Context: an optimization exercise on an open-source flow, tuned for small area, a short achievable clock period and few clock cycles. The choices shown serve that exercise and are no tape-out recipe. Function was checked by simulation only, so behaviour that the tests miss may differ from the original. No activity file was given, so power comes from the tool's default toggle rates.

`flow/flow/run.sh`:
```
#!/bin/bash
set -euo pipefail
bash standard.sh \
  SETUP_SLACK_MARGIN=8 \
  "BUFFER_PORTS_ARGS=-buffer_cell sky130_fd_sc_hd__buf_4" \
  "CTS_ARGS=-sink_clustering_enable -repair_clock_nets -sink_clustering_size 24 -sink_clustering_max_diameter 80 -dont_use_dummy_load" \
  finish > orfs_make.log 2>&1
```
`flow/standard.sh`:
```
#!/bin/bash
# synth_recipe.tcl (not shown) runs the flow's synth.tcl, then flattens the netlist and writes it again
# the make line also repeats each setting of config.mk as NAME=value (left out here)
make -C /OpenROAD-flow-scripts/flow DESIGN_CONFIG=/design/flow/config.mk WORK_HOME=/design/flow/orfs CLKGATE_MAP_FILE= SYNTH_SCRIPT=/design/flow/synth_recipe.tcl "${@:-finish}"
```
`flow/config.mk`:
```
export PLATFORM = sky130hd
export DESIGN_NAME = RV32ICore
export DESIGN_NICKNAME = RV32ICore
export VERILOG_FILES = /design/flow/design.v
export SDC_FILE = /design/flow/constraint.sdc
export NUM_CORES = 8
export LEC_CHECK = 0
export CAP_MARGIN = 20
export CORE_MARGIN = 2
export CORE_UTILIZATION = 40
export SLEW_MARGIN = 20
```
`flow/constraint.sdc`:
```
create_clock -name core_clock -period 12.0 [get_ports {CPU_CLK}]
set_input_delay 2.4000 -clock core_clock [delete_from_list [all_inputs] [get_ports {CPU_CLK}]]
set_output_delay 2.4000 -clock core_clock [all_outputs]
set_load 0.01 [all_outputs]
```
`flow/design.v`:
```
`timescale 1ns / 1ps
module RV32ICore(
    input wire CPU_CLK,
    input wire CPU_RST,
    output wire [31:0] CPU_InstMem_A,        
    input wire [31:0] CPU_InstMem_RD,        
    output wire [31:0] CPU_DataMem_A,        
    output wire [3:0] CPU_DataMem_WE,        
    output wire [31:0] CPU_DataMem_WD,       
    input wire [31:0] CPU_DataMem_RD         
    );
    wire clk = CPU_CLK;
    wire rst = CPU_RST;
    localparam NB = 6;                       
    wire        redir_e;                     
    wire [31:0] redir_e_pc;
    wire        stall_d;                     
    wire        kill_d, kill_e;
    reg         q_br, q_jal, q_jalr, q_bad, q_ptk, q_taken;    
    wire        q_mis;                       
    reg  [31:0] q_tgt;                       
    reg         e_rw, e_ld, e_st, e_br, e_jal, e_jalr, e_csr, e_bad, e_ptk;
    reg  [4:0]  e_rd;
    reg  [2:0]  e_f3;
    reg  [31:0] a_e, r2_e, imm_e, pc_e;
    reg         e_fa_m, e_fa_w, e_fa_l, e_fa_r, e_fb_m, e_fb_w, e_fb_l, e_fb_r;
    reg         e_gb_m, e_gb_w, e_gb_l, e_gb_r, e_gb_i;    
    reg         e_sub, e_sl, e_sra;
    reg         e_r_sum, e_r_slt, e_r_sltu, e_r_xor, e_r_or, e_r_and, e_r_sh, e_r_b, e_r_link, e_r_csr;
    reg         e_ring;
    reg  [NB-1:0] e_hit;
    reg  [7:0]  e_tag;
    reg         m_rw, m_ld, m_lw;
    reg  [4:0]  m_rd;
    reg  [2:0]  m_f3;
    reg  [31:0] m_res, m_addr, m_wd;
    reg  [3:0]  m_we;
    reg         w_rw, w_ld;
    reg  [4:0]  w_rd;
    reg  [2:0]  w_f3;
    reg  [31:0] w_res;
    wire [31:0] rdata = CPU_DataMem_RD;
    reg         w_snl, w_sw, w_sb0, w_sb1, w_sb2, w_sb3, w_sh0, w_sh2, w_sbx, w_shx, w_ss;
    wire sign = w_ss && ((w_sb0 && rdata[7]) || ((w_sb1 || w_sh0) && rdata[15]) || (w_sb2 && rdata[23]) ||
                         ((w_sb3 || w_sh2) && rdata[31]));
    wire [31:0] w_data;
    assign w_data[7:0]   = ({8{w_snl}} & w_res[7:0]) | ({8{w_sw || w_sb0 || w_sh0}} & rdata[7:0])
                         | ({8{w_sb1}} & rdata[15:8]) | ({8{w_sb2 || w_sh2}} & rdata[23:16])
                         | ({8{w_sb3}} & rdata[31:24]);
    assign w_data[15:8]  = ({8{w_snl}} & w_res[15:8]) | ({8{w_sw || w_sh0}} & rdata[15:8])
                         | ({8{w_sh2}} & rdata[31:24]) | ({8{w_sbx && sign}});
    assign w_data[31:16] = ({16{w_snl}} & w_res[31:16]) | ({16{w_sw}} & rdata[31:16])
                         | ({16{(w_sbx || w_shx) && sign}});
    reg  [NB-1:0]    btb_v;
    reg  [8*NB-1:0]  btb_tag;
    reg  [11*NB-1:0] btb_off;                
    reg  [9*NB-1:0]  btb_tlo;                
    reg  [2*NB-1:0]  btb_dh;                 
    reg  [2*NB-1:0]  btb_ctr;
    reg  [2:0]       btb_ptr;
    reg  [31:0] pc_f;
    reg  [NB-1:0] hit_f;
    reg  [10:0] off_f;
    reg  [8:0]  tlo_f;
    reg  [1:0]  dh_f;
    reg         pt_f;
    integer i;
    always @(*) begin
        off_f = 11'd0;
        tlo_f = 9'd0;
        dh_f = 2'd0;
        pt_f = 1'b0;
        for (i = 0; i < NB; i = i + 1) begin
            hit_f[i] = btb_v[i] && (btb_tag[8*i +: 8] == pc_f[9:2]);
            off_f = off_f | ({11{hit_f[i]}} & btb_off[11*i +: 11]);
            tlo_f = tlo_f | ({9{hit_f[i]}} & btb_tlo[9*i +: 9]);
            dh_f = dh_f | ({2{hit_f[i]}} & btb_dh[2*i +: 2]);
            if (hit_f[i] && btb_ctr[2*i+1]) pt_f = 1'b1;
        end
    end
    wire [31:0] pc_f_inc = pc_f + 32'd4;
    wire [21:0] thi_p = pc_f[31:10] + 22'd1;
    wire [21:0] thi_m = pc_f[31:10] - 22'd1;
    wire [21:0] thi = ({22{dh_f[0]}} & thi_p) | ({22{dh_f[1]}} & thi_m) | ({22{!dh_f[0] && !dh_f[1]}} & pc_f[31:10]);
    wire [31:0] pc_f_tgt = {thi, tlo_f, pc_f[0]};
    reg  [31:0] a_pc;
    reg         a_pt;
    reg  [10:0] a_off;
    reg  [NB-1:0] a_hit;
    reg         f_held1, f_held2, f_redir1;
    wire        a_v = !f_held2 && !f_redir1;
    reg         hold_v, sk_v;                
    wire        q_red = q_mis || q_jalr;     
    wire        clear = q_red || redir_e;    
    wire        replay = !clear && hold_v && sk_v && a_v;
    wire        f_hold = !clear && !replay && hold_v;
    wire sel_r = !clear && replay;
    wire sel_h = f_hold;
    wire sel_t = !clear && !replay && !hold_v && pt_f;
    wire sel_i = !clear && !replay && !hold_v && !pt_f;
    wire [31:0] pc_f_nr = ({32{sel_r}} & a_pc) | ({32{sel_h}} & pc_f)
                        | ({32{sel_t}} & pc_f_tgt) | ({32{sel_i}} & pc_f_inc);
    wire [31:0] pc_f_next = ({32{q_red}} & q_tgt) | ({32{!q_red && redir_e}} & redir_e_pc)
                          | ({32{!q_red && !redir_e}} & pc_f_nr);
    always @(posedge clk) begin
        if (rst)
            pc_f <= 32'd0;
        else
            pc_f <= pc_f_next;
        a_pc <= pc_f;
        a_pt <= pt_f;
        a_off <= off_f;
        a_hit <= hit_f;
    end
    always @(posedge clk or posedge rst) begin
        if (rst) begin
            f_held1 <= 1'b0;
            f_held2 <= 1'b0;
            f_redir1 <= 1'b1;
        end else begin
            f_held1 <= f_hold;
            f_held2 <= f_held1;
            f_redir1 <= clear || replay;
        end
    end
    assign CPU_InstMem_A = pc_f;
    reg  [31:0] ir_hold, dh_pc, sk_ir, sk_pc;
    reg         dh_pt, sk_pt;
    reg  [10:0] dh_off, sk_off;
    reg  [NB-1:0] dh_hit, sk_hit;
    wire [31:0] ir     = hold_v ? ir_hold : sk_v ? sk_ir : CPU_InstMem_RD;
    wire [31:0] pc_d   = hold_v ? dh_pc   : sk_v ? sk_pc   : a_pc;
    wire        pt_d   = hold_v ? dh_pt   : sk_v ? sk_pt   : a_pt;
    wire [10:0] poff_d = hold_v ? dh_off  : sk_v ? sk_off  : a_off;
    wire [NB-1:0] hit_d = hold_v ? dh_hit : sk_v ? sk_hit  : a_hit;
    wire vd = (hold_v || sk_v || a_v) && !kill_d;
    always @(posedge clk or posedge rst) begin
        if (rst) begin
            hold_v <= 1'b0;
            sk_v <= 1'b0;
        end else begin
            hold_v <= !clear && stall_d;
            if (clear)
                sk_v <= 1'b0;
            else if (hold_v || sk_v)
                sk_v <= (hold_v && sk_v) || a_v;
        end
    end
    always @(posedge clk) begin
        ir_hold <= ir;
        dh_pc <= pc_d;
        dh_pt <= pt_d;
        dh_off <= poff_d;
        dh_hit <= hit_d;
        if (!(hold_v && sk_v)) begin
            sk_ir <= CPU_InstMem_RD;
            sk_pc <= a_pc;
            sk_pt <= a_pt;
            sk_off <= a_off;
            sk_hit <= a_hit;
        end
    end
    wire [6:0] opc = ir[6:0];
    wire [2:0] f3  = ir[14:12];
    wire [4:0] rs1 = ir[19:15];
    wire [4:0] rs2 = ir[24:20];
    wire [4:0] rd  = ir[11:7];
    wire is_lui   = opc == 7'b0110111;
    wire is_auipc = opc == 7'b0010111;
    wire is_jal   = opc == 7'b1101111;
    wire is_jalr  = opc == 7'b1100111;
    wire is_br    = opc == 7'b1100011 && (f3[2] || !f3[1]);
    wire is_ld    = opc == 7'b0000011;
    wire is_st    = opc == 7'b0100011;
    wire is_opi   = opc == 7'b0010011;
    wire is_op    = opc == 7'b0110011;
    wire is_csr   = opc == 7'b1110011 && f3[1:0] != 2'b00;
    wire [31:0] immI = {{20{ir[31]}}, ir[31:20]};
    wire [31:0] immS = {{20{ir[31]}}, ir[31:25], ir[11:7]};
    wire [31:0] immB = {{20{ir[31]}}, ir[7], ir[30:25], ir[11:8], 1'b0};
    wire [31:0] immU = {ir[31:12], 12'b0};
    wire [31:0] immJ = {{12{ir[31]}}, ir[19:12], ir[20], ir[30:21], 1'b0};
    wire [31:0] pc4 = pc_d + 32'd4;
    wire jfit  = (&immJ[20:11]) || !(|immJ[20:11]);
    wire bfit  = immB[12] == immB[11];
    wire vhit  = (|hit_d) && ((is_br && bfit && poff_d == immB[11:1]) || (is_jal && jfit && poff_d == immJ[11:1]));
    wire ptk   = pt_d && vhit;
    wire bad   = pt_d && !vhit && !is_jal;
    wire has_rd = is_lui || is_auipc || is_jal || is_jalr || is_ld || is_opi || is_op || is_csr;
    wire use1 = !(is_lui || is_auipc || is_jal || (is_csr && f3[2]));
    wire use2 = is_br || is_st || is_op;
    wire haz_e = e_ld && ((use1 && rs1 == e_rd) || (use2 && rs2 == e_rd));
    wire lw_fast = is_br || ((is_op || is_opi) && f3[2] && (f3[1] || !f3[0]));
    wire haz_m = m_ld && !(m_lw && lw_fast) && ((use1 && rs1 == m_rd) || (use2 && rs2 == m_rd));
    reg  [5:0] csr_pos;
    reg  [6:0] csr_clr;
    wire csr_ready = csr_clr[6];
    wire csr_wait = is_csr && !(csr_ready && (csr_pos + 6'd1) == ir[25:20]);
    assign stall_d = vd && (haz_e || haz_m || csr_wait);
    wire fa_m = use1 && e_rw && e_rd == rs1;
    wire fa_x = use1 && m_rw && m_rd == rs1;
    wire fb_m = use2 && e_rw && e_rd == rs2;
    wire fb_x = use2 && m_rw && m_rd == rs2;
    reg  [32*32-1:32] rf;
    reg  [31:1]      rfv;
    reg  [31:0] r1, r2;
    integer k;
    always @(*) begin
        r1 = ({32{w_rw && w_rd == rs1}} & w_data);
        r2 = ({32{w_rw && w_rd == rs2}} & w_data);
        for (k = 1; k < 32; k = k + 1) begin
            if (rfv[k] && !(w_rw && w_rd == k) && rs1 == k) r1 = r1 | rf[32*k +: 32];
            if (rfv[k] && !(w_rw && w_rd == k) && rs2 == k) r2 = r2 | rf[32*k +: 32];
        end
    end
    genvar g;
    generate
        for (g = 1; g < 32; g = g + 1) begin : rfw
            always @(posedge clk)
                if (w_rw && w_rd == g) rf[32*g +: 32] <= w_data;
            always @(posedge clk or posedge rst)
                if (rst) rfv[g] <= 1'b0;
                else if (w_rw && w_rd == g) rfv[g] <= 1'b1;
        end
    endgenerate
    wire alu_rr = is_op;
    wire alu = is_op || is_opi;
    wire f7b = ir[30];
    wire d_sub  = (alu_rr && f3 == 3'b000 && f7b) || (alu && (f3 == 3'b010 || f3 == 3'b011));
    wire d_sl   = alu && f3 == 3'b001;
    wire d_sra  = alu && f3 == 3'b101 && f7b;
    wire go_e = vd && !stall_d;
    wire bimm = !(is_op || is_br);
    always @(posedge clk or posedge rst) begin
        if (rst) begin
            e_rw <= 1'b0; e_ld <= 1'b0; e_st <= 1'b0; e_br <= 1'b0;
            e_jal <= 1'b0; e_jalr <= 1'b0; e_csr <= 1'b0; e_bad <= 1'b0;
        end else begin
            e_rw   <= go_e && has_rd && rd != 5'd0;
            e_ld   <= go_e && is_ld && rd != 5'd0;
            e_st   <= go_e && is_st;
            e_br   <= go_e && is_br;
            e_jal  <= go_e && is_jal;
            e_jalr <= go_e && is_jalr;
            e_csr  <= go_e && is_csr;
            e_bad  <= go_e && bad;
        end
    end
    always @(posedge clk) begin
        e_rd   <= rd;
        e_f3   <= f3;
        e_ptk  <= ptk;
        a_e    <= (is_csr && f3[2]) ? {27'd0, rs1} : is_auipc ? pc_d : r1;
        pc_e   <= pc_d;
        r2_e   <= r2;
        imm_e  <= is_lui || is_auipc ? immU : is_st ? immS : is_br ? immB : is_jal ? immJ : immI;
        e_fa_m <= fa_m;
        e_fa_w <= !fa_m && fa_x && !m_ld;
        e_fa_l <= !fa_m && fa_x && m_ld;
        e_fa_r <= !fa_m && !fa_x;
        e_fb_m <= fb_m;
        e_fb_w <= !fb_m && fb_x && !m_ld;
        e_fb_l <= !fb_m && fb_x && m_ld;
        e_fb_r <= !fb_m && !fb_x;
        e_gb_m <= !bimm && fb_m;
        e_gb_w <= !bimm && !fb_m && fb_x && !m_ld;
        e_gb_l <= !bimm && !fb_m && fb_x && m_ld;
        e_gb_r <= !bimm && !fb_m && !fb_x;
        e_gb_i <= bimm;
        e_sub  <= d_sub;
        e_sl   <= d_sl;
        e_sra  <= d_sra;
        e_r_sum  <= is_ld || is_st || is_auipc || (alu && f3 == 3'b000);
        e_r_slt  <= alu && f3 == 3'b010;
        e_r_sltu <= alu && f3 == 3'b011;
        e_r_xor  <= alu && f3 == 3'b100;
        e_r_or   <= alu && f3 == 3'b110;
        e_r_and  <= alu && f3 == 3'b111;
        e_r_sh   <= alu && (f3 == 3'b001 || f3 == 3'b101);
        e_r_b    <= is_lui;
        e_r_link <= is_jal || is_jalr;
        e_r_csr  <= is_csr;
        e_ring <= ir[26];
        e_hit  <= vhit ? hit_d : {NB{1'b0}};
        e_tag  <= pc_d[9:2];
    end
    wire e_br_v   = e_br && !kill_e;
    wire e_jal_v  = e_jal && !kill_e;
    wire e_jalr_v = e_jalr && !kill_e;
    wire e_st_v   = e_st && !kill_e;
    wire e_csr_v  = e_csr && !kill_e;
    wire [31:0] A  = ({32{e_fa_m}} & m_res) | ({32{e_fa_w}} & w_res) | ({32{e_fa_r}} & a_e);
    wire [31:0] R2 = ({32{e_fb_m}} & m_res) | ({32{e_fb_w}} & w_res) | ({32{e_fb_r}} & r2_e);
    wire [31:0] B  = ({32{e_gb_m}} & m_res) | ({32{e_gb_w}} & w_res) | ({32{e_gb_r}} & r2_e) | ({32{e_gb_i}} & imm_e);
    wire [31:0] Af = A | ({32{e_fa_l}} & rdata);
    wire [31:0] R2f = R2 | ({32{e_fb_l}} & rdata);
    wire [31:0] Bf = B | ({32{e_gb_l}} & rdata);
    wire [32:0] sum33 = {1'b0, A ^ {32{e_sub}}} + {1'b0, B};
    wire [31:0] sum = sum33[31:0] ^ {32{e_sub}};
    wire ltu = sum33[32];
    wire lts = (A[31] ^ B[31]) ? A[31] : sum[31];
    wire eq  = Af == R2f;
    wire lt_lo = Af[30:0] < R2f[30:0];
    wire lt  = (Af[31] != R2f[31]) ? (e_f3[1] ? R2f[31] : Af[31]) : lt_lo;
    function [31:0] rev32(input [31:0] x);
        integer j;
        for (j = 0; j < 32; j = j + 1) rev32[j] = x[31-j];
    endfunction
    wire [31:0] sh_in = e_sl ? rev32(A) : A;
    wire signed [32:0] sh_x = {e_sra & sh_in[31], sh_in};
    wire [32:0] sh_r = sh_x >>> B[4:0];
    wire [31:0] sh_out = e_sl ? rev32(sh_r[31:0]) : sh_r[31:0];
    reg  [64*32-1:0] ring0, ring1;
    wire [31:0] head0 = ring0[31:0];
    wire [31:0] head1 = ring1[31:0];
    wire [31:0] csr_old = e_ring ? head1 : head0;
    wire [31:0] csr_new = (e_f3[1:0] == 2'b01) ? A : (e_f3[1:0] == 2'b10) ? (csr_old | A) : (csr_old & ~A);
    wire csr_w = e_csr_v;
    wire [31:0] tail0 = (csr_w && !e_ring) ? csr_new : (csr_ready ? head0 : 32'd0);
    wire [31:0] tail1 = (csr_w && e_ring) ? csr_new : (csr_ready ? head1 : 32'd0);
    always @(posedge clk) begin
        ring0 <= {tail0, ring0[64*32-1:32]};
        ring1 <= {tail1, ring1[64*32-1:32]};
    end
    always @(posedge clk or posedge rst) begin
        if (rst) begin
            csr_pos <= 6'd0;
            csr_clr <= 7'd0;
        end else begin
            csr_pos <= csr_pos + 6'd1;
            if (!csr_clr[6]) csr_clr <= csr_clr + 7'd1;
        end
    end
    wire [31:0] pc4_e;
    wire [31:0] res = ({32{e_r_sum}}  & sum)
                    | ({32{e_r_slt}}  & {31'd0, lts})
                    | ({32{e_r_sltu}} & {31'd0, ltu})
                    | ({32{e_r_xor}}  & (Af ^ Bf))
                    | ({32{e_r_or}}   & (Af | Bf))
                    | ({32{e_r_and}}  & (Af & Bf))
                    | ({32{e_r_sh}}   & sh_out)
                    | ({32{e_r_b}}    & imm_e)
                    | ({32{e_r_link}} & pc4_e)
                    | ({32{e_r_csr}}  & csr_old);
    wire [31:0] tgt_e = pc_e + imm_e;
    assign pc4_e = pc_e + 32'd4;
    wire cond  = e_f3[2] ? lt : eq;
    wire taken = cond ^ e_f3[0];
    wire e_bad_v = e_bad && !kill_e;
    assign redir_e = (e_jal_v && !e_ptk) || e_bad_v;
    assign redir_e_pc = ({32{e_jal}} & tgt_e) | ({32{!e_jal}} & pc4_e);
    always @(posedge clk)
        q_tgt <= e_jalr ? {sum[31:1], 1'b0} : e_ptk ? pc4_e : tgt_e;
    always @(posedge clk or posedge rst) begin
        if (rst) begin
            q_br <= 1'b0; q_jal <= 1'b0; q_jalr <= 1'b0; q_bad <= 1'b0;
        end else begin
            q_br <= e_br_v;
            q_jal <= e_jal_v;
            q_jalr <= e_jalr_v;
            q_bad <= e_bad_v;
        end
    end
    always @(posedge clk) begin
        q_ptk <= e_ptk;
        q_taken <= taken;
    end
    assign q_mis = q_br && (q_taken != q_ptk);
    assign kill_e = q_mis || (q_jal && !q_ptk) || q_jalr || q_bad;
    assign kill_d = q_red;
    wire fit_e = (&imm_e[20:11]) || !(|imm_e[20:11]);
    wire hi_ne = tgt_e[31:10] != pc_e[31:10];
    reg  u_br, u_brfit, u_jalfit, u_jal;
    wire u_taken = q_taken;
    reg  [NB-1:0] u_hit;
    reg  [7:0]  u_tag;
    reg  [10:0] u_off;
    reg  [8:0]  u_tlo;
    reg  [1:0]  u_dh;
    always @(posedge clk or posedge rst) begin
        if (rst) begin
            u_br <= 1'b0;
            u_brfit <= 1'b0;
            u_jalfit <= 1'b0;
        end else begin
            u_br <= e_br_v;
            u_brfit <= e_br_v && fit_e;
            u_jalfit <= e_jal_v && fit_e;
        end
    end
    always @(posedge clk) begin
        u_jal <= e_jal;
        u_hit <= e_hit;
        u_tag <= e_tag;
        u_off <= imm_e[11:1];
        u_tlo <= tgt_e[9:1];
        u_dh  <= {hi_ne && imm_e[31], hi_ne && !imm_e[31]};
    end
    wire u_alloc = !(|u_hit) && ((u_brfit && u_taken) || u_jalfit);
    genvar b;
    generate
        for (b = 0; b < NB; b = b + 1) begin : btbu
            always @(posedge clk or posedge rst) begin
                if (rst)
                    btb_v[b] <= 1'b0;
                else if (u_alloc && btb_ptr == b)
                    btb_v[b] <= 1'b1;
            end
            always @(posedge clk) begin
                if (u_alloc && btb_ptr == b) begin
                    btb_tag[8*b +: 8] <= u_tag;
                    btb_off[11*b +: 11] <= u_off;
                    btb_tlo[9*b +: 9] <= u_tlo;
                    btb_dh[2*b +: 2] <= u_dh;
                    btb_ctr[2*b +: 2] <= u_jal ? 2'd3 : 2'd2;
                end else if (u_br && u_hit[b]) begin
                    if (u_taken && btb_ctr[2*b +: 2] != 2'd3)
                        btb_ctr[2*b +: 2] <= btb_ctr[2*b +: 2] + 2'd1;
                    else if (!u_taken && btb_ctr[2*b +: 2] != 2'd0)
                        btb_ctr[2*b +: 2] <= btb_ctr[2*b +: 2] - 2'd1;
                end
            end
        end
    endgenerate
    always @(posedge clk or posedge rst) begin
        if (rst)
            btb_ptr <= 3'd0;
        else if (u_alloc)
            btb_ptr <= (btb_ptr == 3'd5) ? 3'd0 : btb_ptr + 3'd1;
    end
    wire [3:0] st_mask = (e_f3[1:0] == 2'b00) ? 4'b0001 : (e_f3[1:0] == 2'b01) ? 4'b0011 :
                         (e_f3[1:0] == 2'b10) ? 4'b1111 : 4'b0000;
    always @(posedge clk or posedge rst) begin
        if (rst) begin
            m_rw <= 1'b0; m_ld <= 1'b0;
        end else begin
            m_rw <= e_rw && !kill_e;
            m_ld <= e_ld && !kill_e;
        end
    end
    always @(posedge clk) begin
        m_we  <= (e_st_v && !e_f3[2]) ? (st_mask << sum[1:0]) : 4'd0;
        m_lw  <= e_f3 == 3'b010;
        m_rd  <= e_rd;
        m_f3  <= e_f3;
        m_res <= res;
        m_addr <= sum;
        m_wd  <= e_f3[1] ? R2 : e_f3[0] ? {2{R2[15:0]}} : {4{R2[7:0]}};
    end
    assign CPU_DataMem_A  = m_addr;
    assign CPU_DataMem_WE = m_we;
    assign CPU_DataMem_WD = m_wd;
    always @(posedge clk or posedge rst) begin
        if (rst) begin
            w_rw <= 1'b0; w_ld <= 1'b0;
        end else begin
            w_rw <= m_rw;
            w_ld <= m_ld;
        end
    end
    always @(posedge clk) begin
        w_rd  <= m_rd;
        w_f3  <= m_f3;
        w_snl <= !m_ld;
        w_sw  <= m_ld && m_f3[1];
        w_sb0 <= m_ld && m_f3[1:0] == 2'b00 && m_res[1:0] == 2'd0;
        w_sb1 <= m_ld && m_f3[1:0] == 2'b00 && m_res[1:0] == 2'd1;
        w_sb2 <= m_ld && m_f3[1:0] == 2'b00 && m_res[1:0] == 2'd2;
        w_sb3 <= m_ld && m_f3[1:0] == 2'b00 && m_res[1:0] == 2'd3;
        w_sh0 <= m_ld && m_f3[1:0] == 2'b01 && !m_res[1];
        w_sh2 <= m_ld && m_f3[1:0] == 2'b01 && m_res[1];
        w_sbx <= m_ld && m_f3[1:0] == 2'b00;
        w_shx <= m_ld && m_f3[1:0] == 2'b01;
        w_ss  <= !m_f3[2];
        w_res <= m_res;
    end
endmodule
```
==> run_results.csv, run 1 <==
group,metric,value,unit
detailed_routing,wire_per_inst,31.8,um
run,max_cap_viol_count,0,
timing,worstMarginPinSlew,1.37,ns
floorplanning,die_x,654,um
timing,fin_setup_tns,0,ns
final_layout,areaGrowthSynthToFinish,15.5,%
worst_setup_path,cp.arrival,5.19,ns
placed_design,port-buffer-count,165,
detailed_routing,drt-initial-drc-count,19100,
power,power.density,194,nW/um^2
run_status,status,"timing/DRC/antenna clean",
yosys,netlist_area,169000,um^2
global_route,grt.total_usage,25.3,%
yosys,ys_seq_area_share,78.4,%
cts,numCtsBuffers,309,
timing,slew_headroom,8.05,%
detailed_routing,vias_per_cell,5.83,
worst_setup_path,crit_slowest_cell,"a2111o_1",
yosys,synth.most_common_cell,"dfxtp_1",
worst_setup_path,cp.required,12.83,ns
placed_design,place_area,180000,um^2
yosys,synth_top_area_share,54.8,%
floorplanning,rows,238,
floorplanning,die_h,654,um
worst_setup_path,path_depth,19,
cts,h-tree-depth,5,
worst_setup_path,path_delay_family,"compound AO/OA/AOI/OAI gates",
detailed_routing,ant_nets,0,
timing,fmax,229,MHz
yosys,ys_warn_count,1,
hold_path,hold_class,"reg2reg",
worst_setup_path,rr_worst_depth,19,
worst_setup_path,startpoint_type,"flop",
yosys,synth_common_cells,"dfxtp_1, edfxtp_1, nand2_1",
timing,clock_skew,0.125,ns
final_layout,fin_util,46.4,%
placed_design,dp_hpwl,333,mm
timing,setup_viol,0,
yosys,ys_ff_latch,5957,
cts,clkSinkCount,5957,
timing,rsz0062_at_grt,"yes",
yosys,synthesis.nets,11700,
timing,hold_violations,0,
cts,cts_hold_buf,0,
final_layout,final_area,195000,um^2
global_route,grt_pass1_wl,761,mm
yosys,async_flop_share,1.26,%
floorplanning,core,420000,um^2
worst_setup_path,timing.critical_path.from,"e_fa_m",
worst_setup_path,end_kind,"flop",
global_route,grt_pass1_vias,94400,
timing,slew_violations,0,
yosys,synth_area_leaders,"dfxtp_1, edfxtp_1, a221oi_1",
power,peakVddDrop,0.000159,V
cts,clockRootBuffer,"clkbuf_16",
yosys,synth_area_per_cell,14.7,um^2
timing,final.period_utilization,36.4,%
yosys,yosys_most_used_dff,"dfxtp_1",
worst_setup_path,critPathKind,"reg2reg",
global_route,antenna_found_initial,49,
floorplanning,dieArea,427000,um^2
global_route,overflow,0,
floorplanning,io_pins,166,
timing,period_minus_slack,4.37,ns
final_layout,drive_gt1_share,16.2,%
detailed_routing,vias,104000,
detailed_routing,firstDrtPassIters,17,
worst_setup_path,rr_endpoint,"m_res[26]",
cts,cts_tree,"built",
detailed_routing,drc,0,
power,finalPower,37.7,mW
cts,clk_path_buf_depth,4,
worst_setup_path,r2r-start,"e_fa_m",
cts,clk_latency,1.01,ns
cts,path_clk_slew,0.10,ns
worst_setup_path,path_cells,"buf_12 > a222oi_1 > buf_4 > xnor2_4 > ha_4 > fa_2 > a21o_1 > a21o_1 > a2111o_1 > a31oi_4 > o221ai_4 > buf_12 > a211oi_4 > o31a_1 > buf_6 > o31ai_4 > xnor2_2 > buf_4 > a221o_1",
worst_setup_path,critPathCapture,"m_res[26]",
placed_design,place.gp.congestion,1.02,
yosys,synth_enable_flop_cells,1266,
worst_setup_path,crit_fanout,4,
yosys,synth_cells,11500,
worst_setup_path,ff2ff_setup_slack,7.63,ns
power,p_leak,72.8,nW
yosys,yosysTopAreaCell,"dfxtp_1",
worst_setup_path,crit_buf_inv,5,
final_layout,layout.nets,12400,
yosys,ys_types,88,
global_route,grt_max_degree,83,
floorplanning,start_util,40.2,%
worst_setup_path,cpPeakStageDelay,0.41,ns
detailed_routing,wl,565,mm
hold_path,hold_path_startpoint,"ring1[1624]",
-- repair_timing --
item                       CTS  global route
setup buffers              218           126
hold endpoints to repair     0             0
cloned                      19            10
setup endpoints to repair  346           145
pin swaps                  115           201
gates resized for setup    571           332
-- metal layers --
metal / part of all wire [%] / track usage (%) / up-vias
li1: - / - / 42900
met1: 38 / 32.7 / 50100
met2: 39 / 35.0 / 7915
met3: 13 / 9.44 / 2632
met4: 9.5 / 17.6 / 32
met5: 0.043 / 0.0453 / -
-- cell usage in the layout, fill, tap and decap left out, types with 44 or more instances in the layout --
cell type / synthesis / routed
a21o_1: 80 / 77
a21oi_1: 260 / 237
a221oi_1: 380 / 205
a221oi_2: 0 / 170
a222oi_1: 158 / 158
a22o_1: 343 / 343
a22oi_1: 360 / 345
a31oi_1: 61 / 57
buf_12: 0 / 96
buf_4: 2 / 593
buf_6: 4 / 77
clkbuf_16: 0 / 318
dfrtp_1: 74 / 70
dfxtp_1: 4616 / 4537
dfxtp_2: 0 / 44
edfxtp_1: 1266 / 1266
ha_1: 168 / 151
inv_1: 149 / 130
mux2_2: 59 / 57
mux2i_1: 191 / 176
nand2_1: 566 / 540
nand3_1: 207 / 181
nand4_1: 205 / 205
nor2_1: 308 / 271
nor2b_1: 58 / 56
nor3_1: 153 / 58
nor3_4: 0 / 54
o211ai_1: 60 / 60
o21ai_0: 369 / 290
o21ai_1: 7 / 63
or2_2: 47 / 45
xnor2_1: 231 / 190
xor2_1: 59 / 57
-- cell type report --
| type | count | area (um^2) |
|---|---|---|
| diodes | 27 | 67.6 |
| clock buffers | 309 | 7730 |
| fillers | 36500 | 225000 |
| inverters | 156 | 651 |
| multi-input cells | 4856 | 38200 |
| flip-flops and latches | 5957 | 133000 |
| well taps | 5640 | 7060 |
| repair buffers | 842 | 8730 |
| repair inverters | 3 | 15.0 |
-- worst min path at each step --
stage                     cells past startpoint     endpoint  slack, ns
after global routing                          0  ring1[1592]       0.23
after floorplan                               0     ring0[0]       0.31
final                                         0  ring1[1592]       0.23
after CTS                                     0  ring1[1592]       0.22
after global placement                        0   ring0[174]       0.31
after detailed placement                      0  ring0[1014]       0.31
-- where the power goes --
group	internal, mW	switching, mW
Clock	4.59	5.89
Combinational	2.09	3.63
Sequential	20.9	0.595
Total	27.6	10.1
-- sequential cells by signal, summed over array words and instances (netlist names), 48 cells and up --
signal / cells
ring0: 2048
btb_tlo: 54
btb_off: 66
btb_tag: 48
ring1: 2048
rf: 992
-- worst reg2reg max path: stages, from the launching register on --
cell and delay, ns:
dfxtp_4 0.40, buf_12 0.14, a222oi_1 0.33, buf_4 0.20, xnor2_4 0.07, ha_4 0.22
fa_2 0.35, a21o_1 0.16, a21o_1 0.17, a2111o_1 0.41, a31oi_4 0.23, o221ai_4 0.13
buf_12 0.17, a211oi_4 0.28, o31a_1 0.18, buf_6 0.13, o31ai_4 0.06, xnor2_2 0.16
buf_4 0.15, a221o_1 0.30
-- logic make-up after synthesis --
| family | after synthesis | synth area share [%] |
|---|---|---|
| flip-flops | 5957 | 78.4 |
| AO/OA/AOI/OAI | 2404 | 10.7 |
| AND/OR/NAND/NOR | 1732 | 4.93 |
| buffers and inverters | 686 | 1.58 |
| XOR/XNOR | 291 | 1.52 |
| multiplexers | 257 | 1.62 |
| adder cells (fa/ha/maj) | 171 | 1.28 |
-- metrics by stage --
| stage | worst slack (ns) | hold slack (ns) | instances |
|---|---|---|---|
| floorplan | 7.42 | 0.310 | 11500 |
| global placement | 5.47 | 0.310 | 17100 |
| detailed placement | 5.56 | 0.312 | 17100 |
| CTS | 7.55 | 0.222 | 17600 |
| global route | 7.58 | 0.227 | 17800 |
| finish | 7.63 | 0.227 | 17800 |
Testbench counts, summed over its fixed seeds: cycles 715,574.
==> run 2, diff against run 1 <==
--- a/flow/design.v
+++ b/flow/design.v
@@ -54,5 +54,4 @@
     reg  [NB-1:0]    btb_v;
     reg  [8*NB-1:0]  btb_tag;
-    reg  [11*NB-1:0] btb_off;                
     reg  [9*NB-1:0]  btb_tlo;                
     reg  [2*NB-1:0]  btb_dh;                 
@@ -61,5 +60,4 @@
     reg  [31:0] pc_f;
     reg  [NB-1:0] hit_f;
-    reg  [10:0] off_f;
     reg  [8:0]  tlo_f;
     reg  [1:0]  dh_f;
@@ -67,5 +65,4 @@
     integer i;
     always @(*) begin
-        off_f = 11'd0;
         tlo_f = 9'd0;
         dh_f = 2'd0;
@@ -73,5 +70,4 @@
         for (i = 0; i < NB; i = i + 1) begin
             hit_f[i] = btb_v[i] && (btb_tag[8*i +: 8] == pc_f[9:2]);
-            off_f = off_f | ({11{hit_f[i]}} & btb_off[11*i +: 11]);
             tlo_f = tlo_f | ({9{hit_f[i]}} & btb_tlo[9*i +: 9]);
             dh_f = dh_f | ({2{hit_f[i]}} & btb_dh[2*i +: 2]);
@@ -110,5 +106,5 @@
         a_pc <= pc_f;
         a_pt <= pt_f;
-        a_off <= off_f;
+        a_off <= {dh_f, tlo_f};
         a_hit <= hit_f;
     end
@@ -182,7 +178,21 @@
     wire [31:0] immJ = {{12{ir[31]}}, ir[19:12], ir[20], ir[30:21], 1'b0};
     wire [31:0] pc4 = pc_d + 32'd4;
-    wire jfit  = (&immJ[20:11]) || !(|immJ[20:11]);
-    wire bfit  = immB[12] == immB[11];
-    wire vhit  = (|hit_d) && ((is_br && bfit && poff_d == immB[11:1]) || (is_jal && jfit && poff_d == immJ[11:1]));
+    wire [9:0]  lo_b = {1'b0, pc_d[9:1]} + {1'b0, immB[9:1]};
+    wire [9:0]  lo_j = {1'b0, pc_d[9:1]} + {1'b0, immJ[9:1]};
+    function step_ok(input [21:0] hi, input c, input [1:0] dh);
+        reg z, o, p1, m2;
+        begin
+            z  = hi == 22'd0;
+            o  = &hi;
+            p1 = hi == 22'd1;
+            m2 = hi == 22'h3ffffe;
+            step_ok = (dh == 2'b00 && ((z && !c) || (o && c))) ||
+                      (dh == 2'b01 && ((z && c) || (p1 && !c))) ||
+                      (dh == 2'b10 && ((o && !c) || (m2 && c)));
+        end
+    endfunction
+    wire ok_b = lo_b[8:0] == poff_d[8:0] && step_ok(immB[31:10], lo_b[9], poff_d[10:9]);
+    wire ok_j = lo_j[8:0] == poff_d[8:0] && step_ok(immJ[31:10], lo_j[9], poff_d[10:9]);
+    wire vhit  = (|hit_d) && ((is_br && ok_b) || (is_jal && ok_j));
     wire ptk   = pt_d && vhit;
     wire bad   = pt_d && !vhit && !is_jal;
@@ -369,5 +379,5 @@
     assign kill_e = q_mis || (q_jal && !q_ptk) || q_jalr || q_bad;
     assign kill_d = q_red;
-    wire fit_e = (&imm_e[20:11]) || !(|imm_e[20:11]);
+    wire fit_e = (&imm_e[20:10]) || !(|imm_e[20:10]);
     wire hi_ne = tgt_e[31:10] != pc_e[31:10];
     reg  u_br, u_brfit, u_jalfit, u_jal;
@@ -375,5 +385,4 @@
     reg  [NB-1:0] u_hit;
     reg  [7:0]  u_tag;
-    reg  [10:0] u_off;
     reg  [8:0]  u_tlo;
     reg  [1:0]  u_dh;
@@ -393,5 +402,4 @@
         u_hit <= e_hit;
         u_tag <= e_tag;
-        u_off <= imm_e[11:1];
         u_tlo <= tgt_e[9:1];
         u_dh  <= {hi_ne && imm_e[31], hi_ne && !imm_e[31]};
@@ -410,5 +418,4 @@
                 if (u_alloc && btb_ptr == b) begin
                     btb_tag[8*b +: 8] <= u_tag;
-                    btb_off[11*b +: 11] <= u_off;
                     btb_tlo[9*b +: 9] <= u_tlo;
                     btb_dh[2*b +: 2] <= u_dh;
==> run_results.csv, run 2 <==
group,metric,value,unit
run_status,status,"timing/DRC/antenna clean",
timing,fmax,220,MHz
worst_setup_path,end_kind,"flop",
cts,path_clk_slew,0.10,ns
floorplanning,die_x,651,um
yosys,netlist_area,168000,um^2
detailed_routing,wire_per_inst,33.6,um
cts,clk_path_buf_depth,4,
global_route,overflow,0,
power,peakVddDrop,0.000152,V
floorplanning,start_util,40.2,%
power,power.density,192,nW/um^2
detailed_routing,vias,106000,
cts,cts_hold_buf,0,
detailed_routing,drt-initial-drc-count,20300,
cts,cts_tree,"built",
floorplanning,dieArea,424000,um^2
timing,whs,0.249,ns
cts,numCtsBuffers,300,
floorplanning,io_pins,166,
placed_design,place.gp.congestion,1.04,
timing,slew_violations,0,
worst_setup_path,startpoint_type,"primary input",
timing,clock_skew,0.133,ns
yosys,synthesis.nets,11800,
detailed_routing,ant_nets,0,
worst_setup_path,critPathKind,"in2reg",
final_layout,layout_commonest_cell,"dfxtp_1",
timing,rsz0062_at_grt,"yes",
final_layout,fin_util,46.7,%
yosys,synth_common_cells,"dfxtp_1, edfxtp_1, nand2_1",
timing,final.period_utilization,37.8,%
placed_design,dp_cells,16900,
power,p_leak,73.1,nW
cts,clkSinkCount,5880,
detailed_routing,vias_per_cell,5.94,
yosys,synth_area_leaders,"dfxtp_1, edfxtp_1, a221oi_1",
yosys,ys_types,113,
global_route,antenna_found_initial,114,
yosys,synth_enable_flop_cells,1200,
cts,clk_latency,1.00,ns
floorplanning,rows,237,
global_route,grt_pass1_wl,776,mm
yosys,synth_area_per_cell,14.6,um^2
timing,hold_violations,0,
timing,worstMarginPinSlew,1.38,ns
floorplanning,die_h,651,um
final_layout,areaGrowthSynthToFinish,16.3,%
timing,setup_viol,0,
hold_path,hold_class,"reg2reg",
final_layout,final_cell_mix,"dfxtp_1, edfxtp_1, buf_4",
final_layout,drive_gt1_share,17.7,%
placed_design,port-buffer-count,165,
yosys,ys_warn_count,1,
timing,slew_headroom,7.40,%
yosys,ys_ff_latch,5880,
final_layout,layout.nets,12500,
yosys,yosysTopAreaCell,"dfxtp_1",
yosys,async_flop_share,1.28,%
global_route,grt.total_usage,26.3,%
yosys,yosys_most_used_dff,"dfxtp_1",
detailed_routing,drc,0,
yosys,synth_cells,11500,
cts,clockRootBuffer,"clkbuf_16",
timing,period_minus_slack,4.54,ns
worst_setup_path,cp.arrival,5.46,ns
timing,fin_setup_tns,0,ns
detailed_routing,firstDrtPassIters,15,
placed_design,dp_hpwl,348,mm
floorplanning,core,417000,um^2
worst_setup_path,crit_fanout,17,
yosys,ys_seq_area_share,77.7,%
global_route,grt_max_degree,61,
worst_setup_path,cp.required,12.92,ns
run,max_cap_viol_count,0,
final_layout,final_cells,17800,
final_layout,reg.largest.list,"ring0: 2048 flops, ring1: 2048 flops, rf: 992 flops",
cts,h-tree-depth,5,
global_route,grt_pass1_vias,94200,
yosys,synth.most_common_cell,"dfxtp_1",
yosys,synth_top_area_share,55.0,%
detailed_routing,wl,600,mm
[run 2: cell type report]
cell class | instances | area [um^2]
fillers | 36200 | 222000
flip-flops and latches | 5880 | 130000
multi-input cells | 4910 | 39000
repair buffers | 942 | 9960
clock buffers | 300 | 7510
well taps | 5497 | 6880
inverters | 179 | 782
diodes | 130 | 325
repair inverters | 1 | 5.00
[run 2: routing by layer]
layer,up-vias,global-route usage [%],routed length [um]
li1,43200,-,-
met4,46,21.4,65800
met3,3029,10.7,89200
met5,-,0.407,957
met2,8925,35.2,226000
met1,50800,33.0,218000
[run 2: logic make-up (layout without fill, tap and decap cells)]
group / after synthesis / after routing / share of synthesized area, %
buf+inv: 720 / 1422 / 1.79
simple gates: 1805 / 1809 / 5.25
mux: 235 / 235 / 1.68
fa+ha+maj: 188 / 188 / 1.42
other cells: 0 / 130 / 0
xor+xnor: 309 / 309 / 1.63
flops: 5880 / 5880 / 77.7
compound gates: 2369 / 2369 / 10.6
[run 2: power breakdown]
part | total [mW] | leakage, nW | switching (mW) | internal (mW)
combinational | 5.97 | 20.2 | 3.82 | 2.14
clock | 10.3 | 3.70 | 5.80 | 4.47
sequential | 21.2 | 49.2 | 0.604 | 20.6
[run 2: final timing paths]
check | start | cells after the start | to | slack (ns)
max | CPU_InstMem_RD[18] | 11 | a_e[21] | 7.46
min | ring1[1255] | 0 | ring1[1223] | 0.25
max reg2reg | e_fa_m | 13 | m_res[28] | 7.64
min reg2reg | ring1[1255] | 0 | ring1[1223] | 0.25
max in group asynchronous | CPU_RST | 4 | e_bad | 8.91
min in group asynchronous | CPU_RST | 3 | csr_clr[5] | 1.95
[run 2: timing repair]
| action | in CTS | in global routing |
|---|---|---|
| setup buffers | 216 | 233 |
| gates resized for setup | 531 | 477 |
| setup endpoints to repair | 250 | 162 |
| gates cloned | 18 | 36 |
| pin swaps | 112 | 191 |
[run 2: worst max-delay path, stage by stage]
cell,delay [ns]
buf_6,0.10
mux2i_4,0.19
o21a_4,0.26
clkinv_8,0.11
buf_4,0.16
xnor2_2,0.92
and3_4,0.75
nand2_1,0.13
nand4_1,0.18
nor3_1,0.08
nor2_1,0.10
[run 2: per-stage QoR]
step | instance area, um^2 | setup slack, ns | power, mW
after floorplan | 169000 | 7.20 | 23.8
after global placement | 177000 | 5.12 | 26.2
after detailed placement | 177000 | 5.44 | 26.2
after CTS | 190000 | 7.73 | 36.9
after global routing | 195000 | 7.52 | 38.5
final | 195000 | 7.46 | 37.4
Testbench counts of run 2, summed over its fixed seeds: cycles 715,574.
==> run 3, diff against run 2 <==
--- a/flow/design.v
+++ b/flow/design.v
@@ -82,5 +82,5 @@
     reg  [31:0] a_pc;
     reg         a_pt;
-    reg  [10:0] a_off;
+    reg  [11:0] a_off;
     reg  [NB-1:0] a_hit;
     reg         f_held1, f_held2, f_redir1;
@@ -106,5 +106,5 @@
         a_pc <= pc_f;
         a_pt <= pt_f;
-        a_off <= {dh_f, tlo_f};
+        a_off <= {tlo_f < pc_f[9:1], dh_f, tlo_f - pc_f[9:1]};
         a_hit <= hit_f;
     end
@@ -123,10 +123,10 @@
     reg  [31:0] ir_hold, dh_pc, sk_ir, sk_pc;
     reg         dh_pt, sk_pt;
-    reg  [10:0] dh_off, sk_off;
+    reg  [11:0] dh_off, sk_off;
     reg  [NB-1:0] dh_hit, sk_hit;
     wire [31:0] ir     = hold_v ? ir_hold : sk_v ? sk_ir : CPU_InstMem_RD;
     wire [31:0] pc_d   = hold_v ? dh_pc   : sk_v ? sk_pc   : a_pc;
     wire        pt_d   = hold_v ? dh_pt   : sk_v ? sk_pt   : a_pt;
-    wire [10:0] poff_d = hold_v ? dh_off  : sk_v ? sk_off  : a_off;
+    wire [11:0] poff_d = hold_v ? dh_off  : sk_v ? sk_off  : a_off;
     wire [NB-1:0] hit_d = hold_v ? dh_hit : sk_v ? sk_hit  : a_hit;
     wire vd = (hold_v || sk_v || a_v) && !kill_d;
@@ -178,6 +178,4 @@
     wire [31:0] immJ = {{12{ir[31]}}, ir[19:12], ir[20], ir[30:21], 1'b0};
     wire [31:0] pc4 = pc_d + 32'd4;
-    wire [9:0]  lo_b = {1'b0, pc_d[9:1]} + {1'b0, immB[9:1]};
-    wire [9:0]  lo_j = {1'b0, pc_d[9:1]} + {1'b0, immJ[9:1]};
     function step_ok(input [21:0] hi, input c, input [1:0] dh);
         reg z, o, p1, m2;
@@ -192,6 +190,6 @@
         end
     endfunction
-    wire ok_b = lo_b[8:0] == poff_d[8:0] && step_ok(immB[31:10], lo_b[9], poff_d[10:9]);
-    wire ok_j = lo_j[8:0] == poff_d[8:0] && step_ok(immJ[31:10], lo_j[9], poff_d[10:9]);
+    wire ok_b = immB[9:1] == poff_d[8:0] && step_ok(immB[31:10], poff_d[11], poff_d[10:9]);
+    wire ok_j = immJ[9:1] == poff_d[8:0] && step_ok(immJ[31:10], poff_d[11], poff_d[10:9]);
     wire vhit  = (|hit_d) && ((is_br && ok_b) || (is_jal && ok_j));
     wire ptk   = pt_d && vhit;
==> run_results.csv, run 3 <==
group,metric,value,unit
final_layout,layout.nets,12600,
timing,slew_headroom,8.07,%
final_layout,layout_commonest_cell,"dfxtp_1",
timing,setup_viol,0,
worst_setup_path,crit_slowest_cell,"nand4_1",
yosys,synth_common_cells,"dfxtp_1, edfxtp_1, nand2_1",
worst_setup_path,cp.required,12.84,ns
run,max_cap_viol_count,0,
timing,rsz0062_at_grt,"yes",
power,power_frac_seq,56.4,%
worst_setup_path,cp.arrival,5.58,ns
cts,clk_path_buf_depth,4,
yosys,synth_cells,11300,
cts,clkSinkCount,5883,
placed_design,place_ws,5.37,ns
detailed_routing,vias_per_cell,5.99,
yosys,ys_warn_count,1,
timing,fin_setup_tns,0,ns
yosys,ys_types,99,
power,power.density,188,nW/um^2
final_layout,reg.largest.list,"ring0: 2048 flops, ring1: 2048 flops, rf: 992 flops",
yosys,synthesis.nets,11600,
power,switchingPower,10.2,mW
detailed_routing,firstDrtPassIters,17,
detailed_routing,drc,0,
yosys,synth.most_common_cell,"dfxtp_1",
final_layout,fin_util,48.0,%
yosys,synth_enable_flop_cells,1201,
worst_setup_path,timing.critical_path.from,"CPU_InstMem_RD[20]",
power,p_clk_share,27.9,%
timing,period_minus_slack,4.74,ns
floorplanning,die_h,650,um
timing,setup_slack,7.26,ns
detailed_routing,ant_nets,0,
power,netSwitchingFraction,27.1,%
power,peakVddDrop,0.000167,V
timing,hold_violations,0,
global_route,grt_pass1_wl,879,mm
timing,worstMarginPinSlew,1.37,ns
timing,clock_skew,0.189,ns
global_route,overflow,0,
detailed_routing,drt-initial-drc-count,18700,
timing,final.period_utilization,39.5,%
final_layout,final_cell_mix,"dfxtp_1, edfxtp_1, buf_4",
cts,clk_latency,1.06,ns
cts,numCtsBuffers,309,
hold_path,hold_path_startpoint,"ring1[930]",
cts,cts_tree,"built",
cts,clockRootBuffer,"clkbuf_16",
placed_design,port-buffer-count,165,
floorplanning,start_util,40.1,%
global_route,antenna_found_initial,86,
worst_setup_path,path_delay_family,"simple AND/OR/NAND/NOR gates",
timing,fmax,211,MHz
yosys,synth_area_per_cell,14.7,um^2
final_layout,fillers,35400,
timing,slew_violations,0,
placed_design,place.gp.congestion,0.997,
yosys,ys_ff_latch,5883,
yosys,ys_seq_area_share,78.0,%
final_layout,drive_gt1_share,20.6,%
floorplanning,die_x,650,um
worst_setup_path,cpPeakStageDelay,0.78,ns
worst_setup_path,r2r-start,"a_e[1]",
global_route,grt_max_degree,67,
global_route,grt_pass1_vias,99500,
floorplanning,io_pins,166,
worst_setup_path,crit_fanout,8,
placed_design,dp_hpwl,393,mm
floorplanning,dieArea,422000,um^2
floorplanning,rows,237,
yosys,yosysTopAreaCell,"dfxtp_1",
final_layout,areaGrowthSynthToFinish,19.7,%
worst_setup_path,end_kind,"flop",
worst_setup_path,startpoint_type,"primary input",
detailed_routing,vias,107000,
floorplanning,core,416000,um^2
worst_setup_path,path_cells,"buf_8 > mux2i_4 > o21a_4 > inv_12 > nand4_1 > nor4_4 > buf_6 > nand3_2 > o31ai_1 > nand3_1 > a21o_4 > and3_4",
power,p_int,27.4,mW
global_route,grt.total_usage,30.4,%
cts,path_clk_slew,0.09,ns
detailed_routing,wl,671,mm
detailed_routing,wire_per_inst,37.4,um
hold_path,hold_class,"reg2reg",
yosys,netlist_area,167000,um^2
power,combPwrFrac,15.6,%
worst_setup_path,crit_buf_inv,3,
yosys,synth_top_area_share,55.3,%
yosys,yosys_most_used_dff,"dfxtp_1",
worst_setup_path,critPathKind,"in2reg",
power,p_leak,75.4,nW
run_status,status,"timing/DRC/antenna clean",
yosys,synth_area_leaders,"dfxtp_1, edfxtp_1, a221oi_1",
yosys,async_flop_share,1.27,%
cts,h-tree-depth,5,
run 3: cell count changes in the layout (fill, tap and decap cells not counted), moves of 46 or more:
cell      before  now
buf_12       107  216
buf_4        681  788
a221oi_2     149  219
a22oi_1      350  282
diode_2      130   63
buf_6         67  127
a221o_1       25   81
nand2_1      554  504
buf_16        17   63
run 3: path summary, 6_finish.rpt:
kind	endpoint	slack [ns]	cells past startpoint
setup / recovery	e_bad	7.26	12
hold / removal	ring1[898]	0.26	0
setup reg to reg	m_res[0]	7.57	14
hold reg to reg	ring1[898]	0.26	0
max in group asynchronous	rfv[26]	8.69	3
min in group asynchronous	btb_v[2]	1.79	2
run 3: final cells by class:
class | count | area [um^2] | share of cell area [%]
Antenna cell | 63 | 158 | 0.0789
Clock buffer | 309 | 7730 | 3.87
Inverter | 166 | 757 | 0.379
Multi-Input combinational cell | 4765 | 39300 | 19.6
Sequential cell | 5883 | 130000 | 65.3
Tap cell | 5497 | 6880 | 3.44
Timing Repair Buffer | 1257 | 14600 | 7.30
Timing Repair inverter | 3 | 17.5 | 0.00877
run 3: cell families after synthesis:
family,synth area share [%]
AND/OR/NAND/NOR,4.90
XOR/XNOR,1.58
AO/OA/AOI/OAI,10.7
adder cells (fa/ha/maj),1.36
multiplexers,1.75
flip-flops,78.0
buffers and inverters,1.66
run 3: metrics by stage:
step                hold slack, ns  instances  total power, mW  area, um^2
finish                       0.262      17900             37.6      200000
floorplan                    0.310      11300             23.6      169000
CTS                          0.262      17600             37.2      195000
detailed placement           0.312      16800             26.1      178000
global placement             0.310      16800             26.1      177000
global route                 0.265      17900             38.6      200000
run 3: routing by layer:
metal | up-vias | share of wire, % | GRT usage [%]
li1 | 43300 | - | -
met1 | 52900 | 39 | 38.9
met2 | 8376 | 40 | 42.4
met3 | 2828 | 12 | 11.0
met4 | 42 | 9.3 | 21.0
met5 | - | 0.10 | 1.18
run 3: power by group through the flow:
stage               Combinational, mW  Clock [mW]  Sequential (mW)
finish                           5.88        10.5             21.2
global route                     6.00        11.4             21.2
detailed placement               4.43           0             21.6
CTS                              5.31        10.7             21.2
floorplan                        2.28           0             21.3
global placement                 4.43           0             21.6
run 3: what timing repair did:
| action | CTS | global route |
|---|---|---|
| setup buffers | 462 | 220 |
| cloned | 62 | 15 |
| pin swaps | 255 | 256 |
| gates resized for setup | 922 | 343 |
| hold buffers | 0 | 0 |
| endpoints found under the setup margin | 269 | 168 |
Testbench counts of run 3, summed over its fixed seeds: cycles 715,574.
==> run 4, diff against run 3 <==
--- a/flow/design.v
+++ b/flow/design.v
@@ -304,5 +304,7 @@
     wire [31:0] R2f = R2 | ({32{e_fb_l}} & rdata);
     wire [31:0] Bf = B | ({32{e_gb_l}} & rdata);
-    wire [32:0] sum33 = {1'b0, A ^ {32{e_sub}}} + {1'b0, B};
+    wire [31:0] SX = {32{e_sub}};
+    wire [31:0] Ax = ({32{e_fa_m}} & (m_res ^ SX)) | ({32{e_fa_w}} & (w_res ^ SX)) | ({32{e_fa_r}} & (a_e ^ SX));
+    wire [32:0] sum33 = {1'b0, Ax} + {1'b0, B};
     wire [31:0] sum = sum33[31:0] ^ {32{e_sub}};
     wire ltu = sum33[32];
==> run_results.csv, run 4 <==
group,metric,value,unit
yosys,ys_seq_area_share,77.5,%
floorplanning,core,417000,um^2
run_status,status,"timing/DRC/antenna clean",
placed_design,port-buffer-count,165,
worst_setup_path,end_kind,"flop",
yosys,ys_types,107,
yosys,synth_area_per_cell,14.5,um^2
cts,clkSinkCount,5883,
final_layout,final_area,195000,um^2
detailed_routing,wire_per_inst,31.9,um
final_layout,layout_commonest_cell,"dfxtp_1",
worst_setup_path,critPathKind,"reg2reg",
detailed_routing,ant_nets,0,
floorplanning,dieArea,425000,um^2
cts,cts_hold_buf,0,
hold_path,hold_class,"reg2reg",
cts,cts_tree,"built",
global_route,grt_pass1_vias,95700,
yosys,synth_cells,11500,
detailed_routing,drc,0,
floorplanning,die_x,652,um
yosys,synth_common_cells,"dfxtp_1, edfxtp_1, nand2_1",
worst_setup_path,cp.required,12.75,ns
yosys,async_flop_share,1.27,%
worst_setup_path,startpoint_type,"flop",
floorplanning,io_pins,166,
timing,setup_viol,0,
timing,fmax,216,MHz
yosys,synth_area_leaders,"dfxtp_1, edfxtp_1, a221oi_1",
final_layout,drive_gt1_share,17.0,%
placed_design,dp_hpwl,336,mm
timing,worstMarginPinSlew,1.29,ns
global_route,overflow,0,
power,power.density,192,nW/um^2
power,peakVddDrop,0.000137,V
timing,final.period_utilization,38.6,%
final_layout,final_cell_mix,"dfxtp_1, edfxtp_1, buf_4",
final_layout,layout.nets,12500,
timing,rsz0062_at_grt,"yes",
power,p_leak,72.6,nW
timing,fin_setup_tns,0,ns
placed_design,place_area,178000,um^2
worst_setup_path,path_delay_family,"compound AO/OA/AOI/OAI gates",
worst_setup_path,cp.arrival,5.38,ns
cts,h-tree-depth,5,
floorplanning,die_h,652,um
global_route,grt_max_degree,70,
placed_design,place.gp.congestion,1.03,
timing,hold_violations,0,
final_layout,areaGrowthSynthToFinish,15.9,%
worst_setup_path,crit_buf_inv,4,
yosys,synthesis.nets,11800,
detailed_routing,vias_per_cell,5.95,
run,max_cap_viol_count,0,
global_route,antenna_found_initial,58,
yosys,synth_top_area_share,54.9,%
global_route,grt_pass1_wl,766,mm
timing,clock_skew,0.131,ns
detailed_routing,wl,568,mm
yosys,yosys_most_used_dff,"dfxtp_1",
worst_setup_path,cpPeakStageDelay,0.82,ns
yosys,netlist_area,168000,um^2
yosys,ys_ff_latch,5883,
timing,slew_headroom,13.7,%
cts,clk_path_buf_depth,4,
yosys,ys_warn_count,1,
detailed_routing,firstDrtPassIters,22,
floorplanning,rows,237,
cts,clk_latency,0.98,ns
final_layout,reg.largest.list,"ring0: 2048 flops, ring1: 2048 flops, rf: 992 flops",
yosys,yosysTopAreaCell,"dfxtp_1",
cts,path_clk_slew,0.11,ns
worst_setup_path,path_cells,"inv_2 > a222oi_1 > mux2i_1 > ha_2 > and4_1 > a211oi_2 > o21ai_4 > a311oi_4 > buf_6 > buf_4 > buf_6 > a2111oi_4 > o21ai_1 > nand2b_1 > or3_1 > a31o_2 > o211ai_1",
detailed_routing,drt-initial-drc-count,19700,
timing,period_minus_slack,4.63,ns
yosys,synth.most_common_cell,"dfxtp_1",
timing,slew_violations,0,
global_route,grt.total_usage,25.5,%
detailed_routing,vias,106000,
worst_setup_path,crit_slowest_cell,"a222oi_1",
worst_setup_path,cp_common_cell,"buf_6",
yosys,synth_enable_flop_cells,1201,
worst_setup_path,crit_fanout,5,
cts,clockRootBuffer,"clkbuf_16",
cts,numCtsBuffers,306,
floorplanning,start_util,40.2,%
## run 4: cell types whose count changed in the layout (fill, tap and decap cells not counted), moves of 27 or more
cell,previous run,this run
buf_12,216,105
buf_4,788,606
a22o_1,374,414
nor3_2,18,53
a22oi_1,282,243
buf_16,63,30
a21oi_1,175,204
inv_1,138,258
mux2i_1,137,179
a221oi_1,172,281
a222oi_1,122,149
nor2_1,228,271
a221oi_2,219,157
## run 4: through the flow
stage / setup WS [ns] / power, mW / util, % / std cells / hold slack [ns]
after floorplan: 7.64 / 23.8 / - / 11500 / 0.310
after global placement: 5.60 / 26.0 / 42.5 / 17000 / 0.310
after detailed placement: 5.64 / 26.0 / 42.6 / 17000 / 0.312
after CTS: 7.65 / 36.9 / 46.0 / 17600 / 0.230
after global routing: 7.34 / 38.4 / 46.6 / 17800 / 0.246
final: 7.37 / 37.4 / 46.7 / 17800 / 0.263
## run 4: worst paths after layout
kind	startpoint	endpoint	slack (ns)	depth (start not counted)
worst min-delay path	ring1[1915]	ring1[1883]	0.26	0
worst min register to register	ring1[1915]	ring1[1883]	0.26	0
max in group asynchronous	CPU_RST	rfv[23]	8.64	3
worst max register to register	a_e[6]	m_res[21]	7.37	17
worst max-delay path	a_e[6]	m_res[21]	7.37	17
min in group asynchronous	CPU_RST	e_bad	2.01	2
## run 4: power breakdown
group	switching, mW	internal (mW)	total [mW]	leakage [nW]
logic	3.59	2.13	5.72	19.6
clock network	5.84	4.55	10.4	3.77
registers	0.609	20.7	21.3	49.2
## run 4: area by class of cell
| cell class | count | area, um^2 |
|---|---|---|
| well taps | 5497 | 6880 |
| repair inverters | 2 | 10.0 |
| inverters | 286 | 1150 |
| clock buffers | 306 | 7660 |
| diodes | 57 | 143 |
| fillers | 35900 | 223000 |
| flip-flops and latches | 5883 | 130000 |
| multi-input cells | 4858 | 38700 |
| repair buffers | 910 | 9740 |
## run 4: cell families after synthesis
group           Yosys count  synth area share [%]
xor+xnor                269                  1.42
buf+inv                 808                  1.97
compound gates         2402                  10.9
mux                     289                  1.84
flops                  5883                  77.5
fa+ha+maj               180                  1.35
simple gates           1714                  4.98
## run 4: layer usage
metal | vias up | track usage, % | part of all wire, %
met2 | 8844 | 34.1 | 38
met4 | 41 | 18.5 | 9.8
met3 | 2941 | 10.6 | 15
met5 | - | 0.521 | 0.11
met1 | 50800 | 32.9 | 38
li1 | 43300 | - | -
## run 4: timing repair
action                                 CTS  global route
gates resized for setup                701           348
endpoints found under the hold margin    0             0
pin swaps                              189           185
cloned                                  22             8
buffers inserted                       305           114
setup endpoints to repair              278           172
Testbench counts of run 4, summed over its fixed seeds: cycles 715,574.
==> run 5, diff against run 4 <==
--- a/flow/config.mk
+++ b/flow/config.mk
@@ -6,4 +6,5 @@
 export NUM_CORES = 8
 export LEC_CHECK = 0
+export ABC_AREA = 1
 export CAP_MARGIN = 20
 export CORE_MARGIN = 2
==> run_results.csv, run 5 <==
group,metric,value,unit
global_route,grt_pass1_wl,914,mm
run_status,status,"timing/DRC/antenna clean",
worst_setup_path,end_kind,"flop",
run,max_cap_viol_count,0,
timing,setup_viol,0,
power,peakVddDrop,0.000141,V
floorplanning,rows,243,
timing,worstMarginPinSlew,1.31,ns
timing,final.period_utilization,34.4,%
detailed_routing,wl,690,mm
yosys,yosys_most_used_dff,"dfxtp_1",
yosys,async_flop_share,1.27,%
timing,fmax,242,MHz
detailed_routing,drt-initial-drc-count,18100,
floorplanning,start_util,40.1,%
yosys,ys_ff_latch,5883,
yosys,netlist_area,176000,um^2
timing,hold_violations,0,
final_layout,reg.largest.list,"ring0: 2048 flops, ring1: 2048 flops, rf: 992 flops",
final_layout,final_cell_mix,"dfxtp_1, nand2_1, inv_1",
cts,clk_path_buf_depth,4,
global_route,grt_max_degree,66,
power,finalPower,41.6,mW
global_route,grt.total_usage,30.0,%
worst_setup_path,critPathKind,"in2reg",
detailed_routing,ant_nets,0,
yosys,yosysTopAreaCell,"dfxtp_1",
detailed_routing,wire_per_inst,31.5,um
yosys,ys_warn_count,1,
yosys,synth_cells,15500,
timing,setup_slack,7.87,ns
global_route,grt_pass1_vias,108000,
worst_setup_path,crit_fanout,13,
global_route,antenna_found_initial,115,
cts,clk_latency,1.06,ns
yosys,synthesis.nets,15700,
timing,clock_skew,0.191,ns
timing,rsz0062_at_grt,"yes",
detailed_routing,vias_per_cell,5.47,
timing,slew_headroom,12.8,%
floorplanning,core,438000,um^2
placed_design,dp_hpwl,435,mm
final_layout,drive_gt1_share,10.1,%
floorplanning,dieArea,444000,um^2
detailed_routing,drc,0,
timing,period_minus_slack,4.13,ns
timing,slew_violations,0,
yosys,synth.most_common_cell,"dfxtp_1",
cts,h-tree-depth,5,
floorplanning,io_pins,166,
final_layout,areaGrowthSynthToFinish,13.5,%
final_layout,layout.nets,16300,
cts,clkSinkCount,5883,
floorplanning,die_h,667,um
yosys,ys_types,74,
worst_setup_path,cp.arrival,5.08,ns
placed_design,place_ws,4.98,ns
yosys,ys_seq_area_share,74.1,%
final_layout,layout_commonest_cell,"dfxtp_1",
floorplanning,die_x,667,um
detailed_routing,firstDrtPassIters,12,
power,p_leak,82.6,nW
yosys,synth_common_cells,"dfxtp_1, nand2_1, inv_1",
placed_design,place.gp.congestion,1.06,
yosys,synth_area_per_cell,11.3,um^2
cts,path_clk_slew,0.11,ns
global_route,overflow,0,
worst_setup_path,startpoint_type,"primary input",
cts,cts_hold_buf,0,
cts,numCtsBuffers,314,
cts,cts_tree,"built",
power,power.density,208,nW/um^2
final_layout,fin_util,45.6,%
timing,fin_setup_tns,0,ns
placed_design,port-buffer-count,165,
cts,clockRootBuffer,"clkbuf_16",
detailed_routing,vias,120000,
hold_path,hold_class,"reg2reg",
yosys,synth_top_area_share,52.5,%
yosys,synth_enable_flop_cells,1201,
worst_setup_path,cp.required,12.95,ns
yosys,synth_area_leaders,"dfxtp_1, edfxtp_1, nand2_1",
[run 5: final timing paths]
| check | slack [ns] | depth (start not counted) | from | endpoint |
|---|---|---|---|---|
| max | 7.87 | 13 | CPU_InstMem_RD[20] | r2_e[8] |
| min | 0.18 | 0 | ring0[288] | ring0[256] |
| max reg2reg | 7.93 | 13 | e_fa_r | m_addr[12] |
| min reg2reg | 0.18 | 0 | ring0[288] | ring0[256] |
| max in group asynchronous | 9.33 | 3 | CPU_RST | rfv[24] |
| min in group asynchronous | 1.50 | 2 | CPU_RST | f_held2 |
[run 5: kinds of logic (layout without fill, tap and decap cells)]
logic type	after synthesis	after routing	share of synthesized area, %
AO/OA/AOI/OAI	2018	2019	6.77
XOR/XNOR	185	185	0.962
adder cells (fa/ha/maj)	180	180	1.30
buffers and inverters	2106	2681	4.70
flip-flops	5883	5883	74.1
multiplexers	15	15	0.0876
other	0	94	0
AND/OR/NAND/NOR	5114	5122	12.1
[run 5: final cells by class]
class,instances,area [um^2]
well taps,5757,7200
repair buffers,723,7750
clock buffers,314,7860
diodes,94,235
inverters,1641,6550
multi-input cells,7521,39400
fillers,40400,238000
flip-flops and latches,5883,130000
repair inverters,3,17.5
[run 5: stage by stage]
step / hold WS, ns / instance area [um^2] / instances
after floorplan: 0.310 / 176000 / 15500
final: 0.176 / 199000 / 21900
after detailed placement: 0.312 / 185000 / 21200
after global placement: 0.310 / 185000 / 21200
after CTS: 0.229 / 197000 / 21700
after global routing: 0.224 / 199000 / 21900
[run 5: power by group]
group	switching (mW)	leakage (nW)	internal, mW
registers	1.02	49.2	20.9
clock network	5.94	3.87	4.66
logic	6.54	29.5	2.45
total	13.5	82.6	28.1
[run 5: repair_timing]
item,4_1_cts,5_1_grt
hold endpoints to repair,0,0
pin swaps,26,41
setup buffers,175,95
cloned,24,13
resized for setup,567,246
setup endpoints to repair,280,173
[run 5: routing by layer]
layer / global-route usage [%] / part of all wire, % / wire length (um)
met5: 0.250 / 0.058 / 400
met3: 9.29 / 12 / 82400
met1: 38.4 / 38 / 263000
met4: 22.7 / 10 / 69100
met2: 42.4 / 40 / 276000
[run 5: worst max-delay path: stages]
cell	delay, ns
buf_4	0.11
nand2_1	0.07
nand3_2	0.17
o21ai_4	0.11
buf_6	0.23
nand2_2	0.17
nor2_2	0.59
nand2_4	0.54
o22ai_1	0.32
nor2_1	0.10
nand2_1	0.08
nor2_1	0.04
nand4_1	0.08

## re-timing with driven ports
Ports are ideal in the flow. The routed layouts listed here were re-timed in OpenROAD. Step 1: set_driving_cell puts a clkbuf_16 on CPU_CLK and a buf_2 on each other input, an assumption about the parent block. Step 2, shift: input delay + t, output delay - t, t = (earliest + latest rising clock arrival at the registers) / 2. This alone moves slack from input paths to output paths. Three values: ideal ports, drivers, drivers and shift; two values: the first two.
| run | t, ns | setup WS [ns] | latest minus earliest clock arrival (ns) | worst register clock-pin slew, ns |
|---|---|---|---|---|
| run 1 | 1.071 | 7.634 / 7.634 / 6.672 | 0.142 / 0.141 | 0.10 / 0.10 |
| run 2 | 1.041 | 7.460 / 7.522 / 6.481 | 0.157 / 0.158 | 0.11 / 0.11 |
| run 3 | 1.059 | 7.263 / 7.227 / 6.168 | 0.217 / 0.217 | 0.11 / 0.11 |
| run 4 | 1.039 | 7.369 / 7.369 / 6.450 | 0.131 / 0.132 | 0.11 / 0.11 |
| run 5 | 1.053 | 7.869 / 7.787 / 6.734 | 0.222 / 0.222 | 0.11 / 0.11 |
After both steps every run listed still meets setup and hold. The setup slack of run 5, which loses most, moves by -0.082 ns with the drivers and by -1.135 ns with both steps.
